Background: an optimization exercise with open tools, aiming at small area and a short achievable clock period. Do not read the settings as production practice.
Where RTL was checked, it was by simulation tests only, not by an equivalence proof against the original.

## lane 4
==> flow/design.v (excerpt) <==
module final_log(clk, reset, base, in_data, out_data);
    input clk, reset;
    input [1:0] base;
    input [31:0] in_data;
    output reg [31:0] out_data;
    function [20:0] tn0;
        input [1:0] b;
        input [2:0] d;    
        begin
            case ({b[1], b[1] ? 1'b0 : b[0], d})
                5'b00000: tn0 = 21'h1fffff;
                5'b00001: tn0 = 21'h1d2eba;
                5'b00010: tn0 = 21'h1e730d;
                5'b00011: tn0 = 21'h1ba1c8;
                5'b00100: tn0 = 21'h1f2e7a;
                5'b00101: tn0 = 21'h1c5d35;
                5'b00110: tn0 = 21'h1da188;
                5'b00111: tn0 = 21'h1ad043;
                5'b01000: tn0 = 21'h1fffff;
                5'b01001: tn0 = 21'h198336;
                5'b01010: tn0 = 21'h1c6e00;
                5'b01011: tn0 = 21'h15f137;
                5'b01100: tn0 = 21'h1e1d8f;
                5'b01101: tn0 = 21'h17a0c6;
                5'b01110: tn0 = 21'h1a8b90;
                5'b01111: tn0 = 21'h140ec7;
                5'b10000: tn0 = 21'h1fffff;
                5'b10001: tn0 = 21'h16a3fd;
                5'b10010: tn0 = 21'h1ad961;
                5'b10011: tn0 = 21'h117d5f;
                5'b10100: tn0 = 21'h1d47fc;
                5'b10101: tn0 = 21'h13ebfa;
                5'b10110: tn0 = 21'h18215e;
                5'b10111: tn0 = 21'hec55c;
                default: tn0 = 21'h1fffff;
            endcase
        end
    endfunction
    function [17:0] tn1;
        input [1:0] b;
        input [1:0] d;    
        begin
            case ({b[1], b[1] ? 1'b0 : b[0], d})
                4'b0000: tn1 = 18'h3ffff;
                4'b0001: tn1 = 18'h39427;
                4'b0010: tn1 = 18'h3c942;
                4'b0011: tn1 = 18'h35d6a;
                4'b0100: tn1 = 18'h3ffff;
                4'b0101: tn1 = 18'h307ad;
  ...
Settings: LEC_CHECK=0, ABC_AREA=1, CAP_MARGIN=20, CORE_MARGIN=2, CORE_UTILIZATION=40, CTS_BUF_LIST=sky130_fd_sc_hd__clkbuf_8, CTS_CLUSTER_DIAMETER=200, CTS_CLUSTER_SIZE=30, SLEW_MARGIN=20; clock period 60.0 ns.
standard.sh (not shown) runs the stock make flow with config.mk's settings and CLKGATE_MAP_FILE= SYNTH_SCRIPT=/design/flow/synth_recipe.tcl, a recipe that flattens the netlist after the stock synthesis.
==> flow/flow/run.sh <==
#!/bin/bash
set -euo pipefail
bash standard.sh SETUP_SLACK_MARGIN=35 "BUFFER_PORTS_ARGS=-buffer_cell sky130_fd_sc_hd__buf_1" SKIP_GATE_CLONING=1 finish > run.log 2>&1
Lane 4 ended with every stage complete and zero timing, DRC or antenna violations.
Edits applied to the flow inputs when going from lane 4 to lane 1:
==> flow/flow/run.sh <==
#!/bin/bash
set -euo pipefail
bash standard.sh SETUP_SLACK_MARGIN=37 "BUFFER_PORTS_ARGS=-buffer_cell sky130_fd_sc_hd__buf_1" SKIP_GATE_CLONING=1 finish > run.log 2>&1
Notes after the runs:
Lane 1 ended with more worst setup margin than lane 4.
Lane 4 and lane 1 ended up with roughly the same overall routing resource usage.
Share of final-layout standard cells stronger than drive strength 1: lane 1 higher than lane 4
On wire length after detailed routing, lane 4 beats lane 1.
Function was not checked in any run of this note: the RTL went through the layout flow alone.

========
Another version of the RTL of final_log (not shown whole).
Size in the first run: ~30 flip-flops, about 68 I/O pins, roughly 0.013 mm² of cells after synthesis.
==> flow/config.mk <==
export PLATFORM = sky130hd
export DESIGN_NAME = final_log
export DESIGN_NICKNAME = final_log
export VERILOG_FILES = /design/flow/design.v
export SDC_FILE = /design/flow/constraint.sdc
export NUM_CORES = 4
export LEC_CHECK = 0
export ABC_AREA = 1
export CAP_MARGIN = 20
export CORE_MARGIN = 2
export CORE_UTILIZATION = 40
export CTS_BUF_LIST = sky130_fd_sc_hd__clkbuf_8
export CTS_CLUSTER_DIAMETER = 200
export CTS_CLUSTER_SIZE = 30
export SLEW_MARGIN = 20
==> flow/constraint.sdc <==
create_clock -name core_clock -period 60.0 [get_ports {clk}]
set_input_delay 12.0000 -clock core_clock [delete_from_list [all_inputs] [get_ports {clk}]]
set_output_delay 12.0000 -clock core_clock [all_outputs]
set_load 0.01 [all_outputs]
==> flow/flow/run.sh <==
#!/bin/bash
set -euo pipefail
bash standard.sh SETUP_SLACK_MARGIN=38 "BUFFER_PORTS_ARGS=-buffer_cell sky130_fd_sc_hd__buf_1" SKIP_GATE_CLONING=1 finish > run.log 2>&1
The starting point passed the timing, DRC and antenna checks.
Next try:
==> flow/flow/run.sh (replaced) <==
#!/bin/bash
set -euo pipefail
bash standard.sh SETUP_SLACK_MARGIN=37 "BUFFER_PORTS_ARGS=-buffer_cell sky130_fd_sc_hd__buf_1" SKIP_GATE_CLONING=1 finish > run.log 2>&1
Result:
- The new run ran to the end with no violations
- hold slack hardly moves
- setup slack loses 0.47 ns
- core utilization shrinks by 3.7 points
- global-route usage shrinks by 0.86 points
- clock-buffer cell count is unchanged
- cell area shrinks by about 8%
- die area is unchanged
- area after synthesis is unchanged
- flip-flop and latch count is unchanged
Next try:
==> flow/flow/run.sh (replaced) <==
#!/bin/bash
set -euo pipefail
bash standard.sh SETUP_SLACK_MARGIN=36 "BUFFER_PORTS_ARGS=-buffer_cell sky130_fd_sc_hd__buf_1" SKIP_GATE_CLONING=1 finish > run.log 2>&1
Area after synthesis stays the same.
Design area went down by 3.4%.
Setup slack degrades by 0.75 ns.
Maximum frequency drops by 3.2%.
Global-route usage decreases by 0.26 points.
Synthesized cell count stays the same.
First-iteration DRC count went up by 3.3%.
Cell count falls by 1.2%.
Non-clock buffer count fell by 28.
Sequential cell count is unchanged.

========
Another version of the RTL of final_log (not shown whole).
Size in the first run: about 1900 cells after synthesis, about 30 flip-flops, about 0.013 mm² of cells after synthesis.
// final_log
module final_log(clk, reset, base, in_data, out_data);
    input clk, reset;
    input [1:0] base;
    input [31:0] in_data;
    output reg [31:0] out_data;
    function [20:0] tn0;
        input [1:0] b;
        input [2:0] d;    
        begin
            case ({b[1], b[1] ? 1'b0 : b[0], d})
                5'b00000: tn0 = 21'h1fffff;
                5'b00001: tn0 = 21'h1d2eba;
                5'b00010: tn0 = 21'h1e730d;
                5'b00011: tn0 = 21'h1ba1c8;
                5'b00100: tn0 = 21'h1f2e7a;
                5'b00101: tn0 = 21'h1c5d35;
                5'b00110: tn0 = 21'h1da188;
                5'b00111: tn0 = 21'h1ad043;
                5'b01000: tn0 = 21'h1fffff;
                5'b01001: tn0 = 21'h198336;
                5'b01010: tn0 = 21'h1c6e00;
                5'b01011: tn0 = 21'h15f137;
                5'b01100: tn0 = 21'h1e1d8f;
                5'b01101: tn0 = 21'h17a0c6;
                5'b01110: tn0 = 21'h1a8b90;
                5'b01111: tn0 = 21'h140ec7;
                5'b10000: tn0 = 21'h1fffff;
                5'b10001: tn0 = 21'h16a3fd;
                5'b10010: tn0 = 21'h1ad961;
                5'b10011: tn0 = 21'h117d5f;
                5'b10100: tn0 = 21'h1d47fc;
                5'b10101: tn0 = 21'h13ebfa;
  ...
export LEC_CHECK = 0
export ABC_AREA = 1
export CAP_MARGIN = 20
export CORE_MARGIN = 2
export CORE_UTILIZATION = 40
export SLEW_MARGIN = 20
create_clock -name core_clock -period 60.0 [get_ports {clk}]
==> flow/flow/run.sh <==
#!/bin/bash
# The standard layout, with ORFS's timing repair asked to leave 35 ns of setup
# slack (a 25 ns period) instead of none, so that it sizes and buffers the
# critical paths; every tool's output is kept in the ORFS logs and in run.log.
set -euo pipefail
bash standard.sh SETUP_SLACK_MARGIN=35 finish > run.log 2>&1
The baseline completed without violations.
Change:
==> flow/flow/run.sh (replaced) <==
#!/bin/bash
# The standard layout (the standard.sh: ORFS from synthesis to the final
# layout, unchanged), with ORFS's timing repair asked to leave 35 ns of setup
# slack instead of none, so that it sizes and buffers the critical paths.
# The ORFS logs keep each tool's output; run.log keeps make's.
set -euo pipefail
bash standard.sh SETUP_SLACK_MARGIN=35 finish > run.log 2>&1
- ABC_AREA: 1 -> not set
Non-clock buffer count came out higher by 121. Via count climbs by 4.6%. First-iteration DRC count rose by 24%. Design area is higher by 14%.
Change:
==> flow/flow/run.sh (replaced) <==
#!/bin/bash
# The standard layout (the standard.sh: ORFS from synthesis to the final
# layout, unchanged), with ORFS's timing repair asked to leave 35 ns of setup
# slack instead of none, so that it sizes and buffers the critical paths, then lets it downsize the gates off them (RECOVER_POWER).
# The ORFS logs keep each tool's output; run.log keeps make's.
set -euo pipefail
bash standard.sh SETUP_SLACK_MARGIN=35 RECOVER_POWER=100 finish > run.log 2>&1
- ABC_AREA: not set -> 1
Effect:
- Now the flow completed and failed the layout checks on max-capacitance violations, max-slew violations
- via count shrinks by a few percent
- routed wire length goes down by roughly a tenth
Change:
==> flow/flow/run.sh (replaced) <==
#!/bin/bash
# The standard layout (the standard.sh: ORFS from synthesis to the final
# layout, unchanged), with ORFS's timing repair asked to leave 33 ns of setup
# slack instead of none, so that it sizes and buffers the critical paths.
# The ORFS logs keep each tool's output; run.log keeps make's.
set -euo pipefail
bash standard.sh SETUP_SLACK_MARGIN=33 finish > run.log 2>&1
=> The changed run passed the timing, DRC and antenna checks. Maximum frequency increases by about 6%. Sequential share of layout area went up by 0.14 points. Die area stays the same. Via count shrinks by 1.2%. Global-route usage goes down by 0.29 points. Routed wire length is lower by 2.1%. Cell area decreases by about 2.6%. Synthesized area does not change. Sequential cell count stays the same.
Change:
==> flow/run.sh (new file) <==
#!/bin/bash
# synth_recipe.tcl (not shown) runs the flow's synth.tcl, then flattens the netlist and writes it again
# the make line also repeats each setting of config.mk as NAME=value (left out here)
make -C /OpenROAD-flow-scripts/flow DESIGN_CONFIG=/design/flow/config.mk WORK_HOME=/design/flow/orfs CLKGATE_MAP_FILE= SYNTH_SCRIPT=/design/flow/synth_recipe.tcl finish
- CAP_MARGIN: 20 -> 70
- SLEW_MARGIN: 20 -> 70
removed: flow/flow/run.sh
removed: flow/standard.sh
Global-route usage is higher by 0.18 points. First-iteration DRC count shrinks by about a fifth. Worst setup slack got worse by 0.43 ns. Cell area came out higher slightly. Routed wire length went down slightly. Die area does not change.
Change:
==> flow/flow/run.sh (new file) <==
#!/bin/bash
# The standard layout, with ORFS's timing repair asked to leave 41 ns of setup
# slack (a 19 ns period) instead of none, so that it sizes and buffers the
# critical paths; every tool's output is kept in the ORFS logs and in run.log.
set -euo pipefail
bash standard.sh SETUP_SLACK_MARGIN=41 finish > run.log 2>&1
==> flow/standard.sh (new file) <==
#!/bin/bash
# synth_recipe.tcl (not shown) runs the flow's synth.tcl, then flattens the netlist and writes it again
# the make line also repeats each setting of config.mk as NAME=value (left out here)
make -C /OpenROAD-flow-scripts/flow DESIGN_CONFIG=/design/flow/config.mk WORK_HOME=/design/flow/orfs CLKGATE_MAP_FILE= SYNTH_SCRIPT=/design/flow/synth_recipe.tcl "${@:-finish}"
- CAP_MARGIN: 70 -> 20
- SLEW_MARGIN: 70 -> 20
removed: flow/run.sh
Worst setup slack gets better by 3.0 ns.
Flip-flop and latch count does not change.
Worst hold slack gets better by 0.049 ns.
Die area stays the same.
Non-clock buffer count climbs by 209.
Cell count increases by 9.8%.
Critical path depth drops by 4.
Cell area climbs by 30%.
Clock-buffer cell count does not change.

re-timing with driven ports:
In the flow no input, the clock included, has a driving cell. The finished layouts below were timed again as built, in two steps. Step 1, drivers: a clkbuf_16 drives clk and a buf_2 each remaining input, both assumed. Step 2 adds t to the input delays and takes it off the output delays; t is the mean of the earliest and latest rising clock arrival at the registers after step 1. Input paths then give back, and output paths get back, about the clock's delay inside the block. Three values: no drivers, after step 1, after step 2; two values: the first two.
run	t, ns	setup WS [ns]	worst hold slack (ns)	latest minus earliest clock arrival (ns)	worst slew at a driven data input, ns
lane 4	0.330	36.155 / 36.166 / 35.836	11.753 / 11.738 / 12.067	0.015 / 0.015	0.05
lane 1	0.331	37.540 / 37.549 / 37.219	11.752 / 11.734 / 12.065	0.017 / 0.017	0.05
the first run of note 2	0.338	38.099 / 38.084 / 37.747	11.734 / 11.717 / 12.054	0.021 / 0.021	0.07
the second run of note 2	0.339	37.627 / 37.643 / 37.305	11.737 / 11.719 / 12.057	0.015 / 0.015	0.05
the third run of note 2	0.338	36.882 / 36.868 / 36.534	11.738 / 11.719 / 12.056	0.014 / 0.015	0.05
the first run of note 3	0.327	35.728 / 35.689 / 35.899	12.088 / 12.071 / 12.398	0.009 / 0.009	0.04
the second run of note 3	0.321	34.694 / 34.650 / 34.971	12.114 / 12.092 / 12.413	0.002 / 0.002	0.04
the third run of note 3	0.328	32.765 / 32.787 / 32.460	12.268 / 12.250 / 12.578	0.009 / 0.009	0.04
the fourth run of note 3	0.328	34.265 / 34.226 / 34.554	12.089 / 12.071 / 12.398	0.009 / 0.009	0.04
the fifth run of note 3	0.322	33.836 / 33.800 / 34.122	12.054 / 12.039 / 12.361	0.006 / 0.006	0.04
the sixth run of note 3	0.327	36.872 / 36.831 / 37.158	12.102 / 12.083 / 12.410	0.011 / 0.010	0.05
The setup slack of the first run of note 2, which loses most, moves by -0.015 ns with the drivers and by -0.352 ns with both steps.
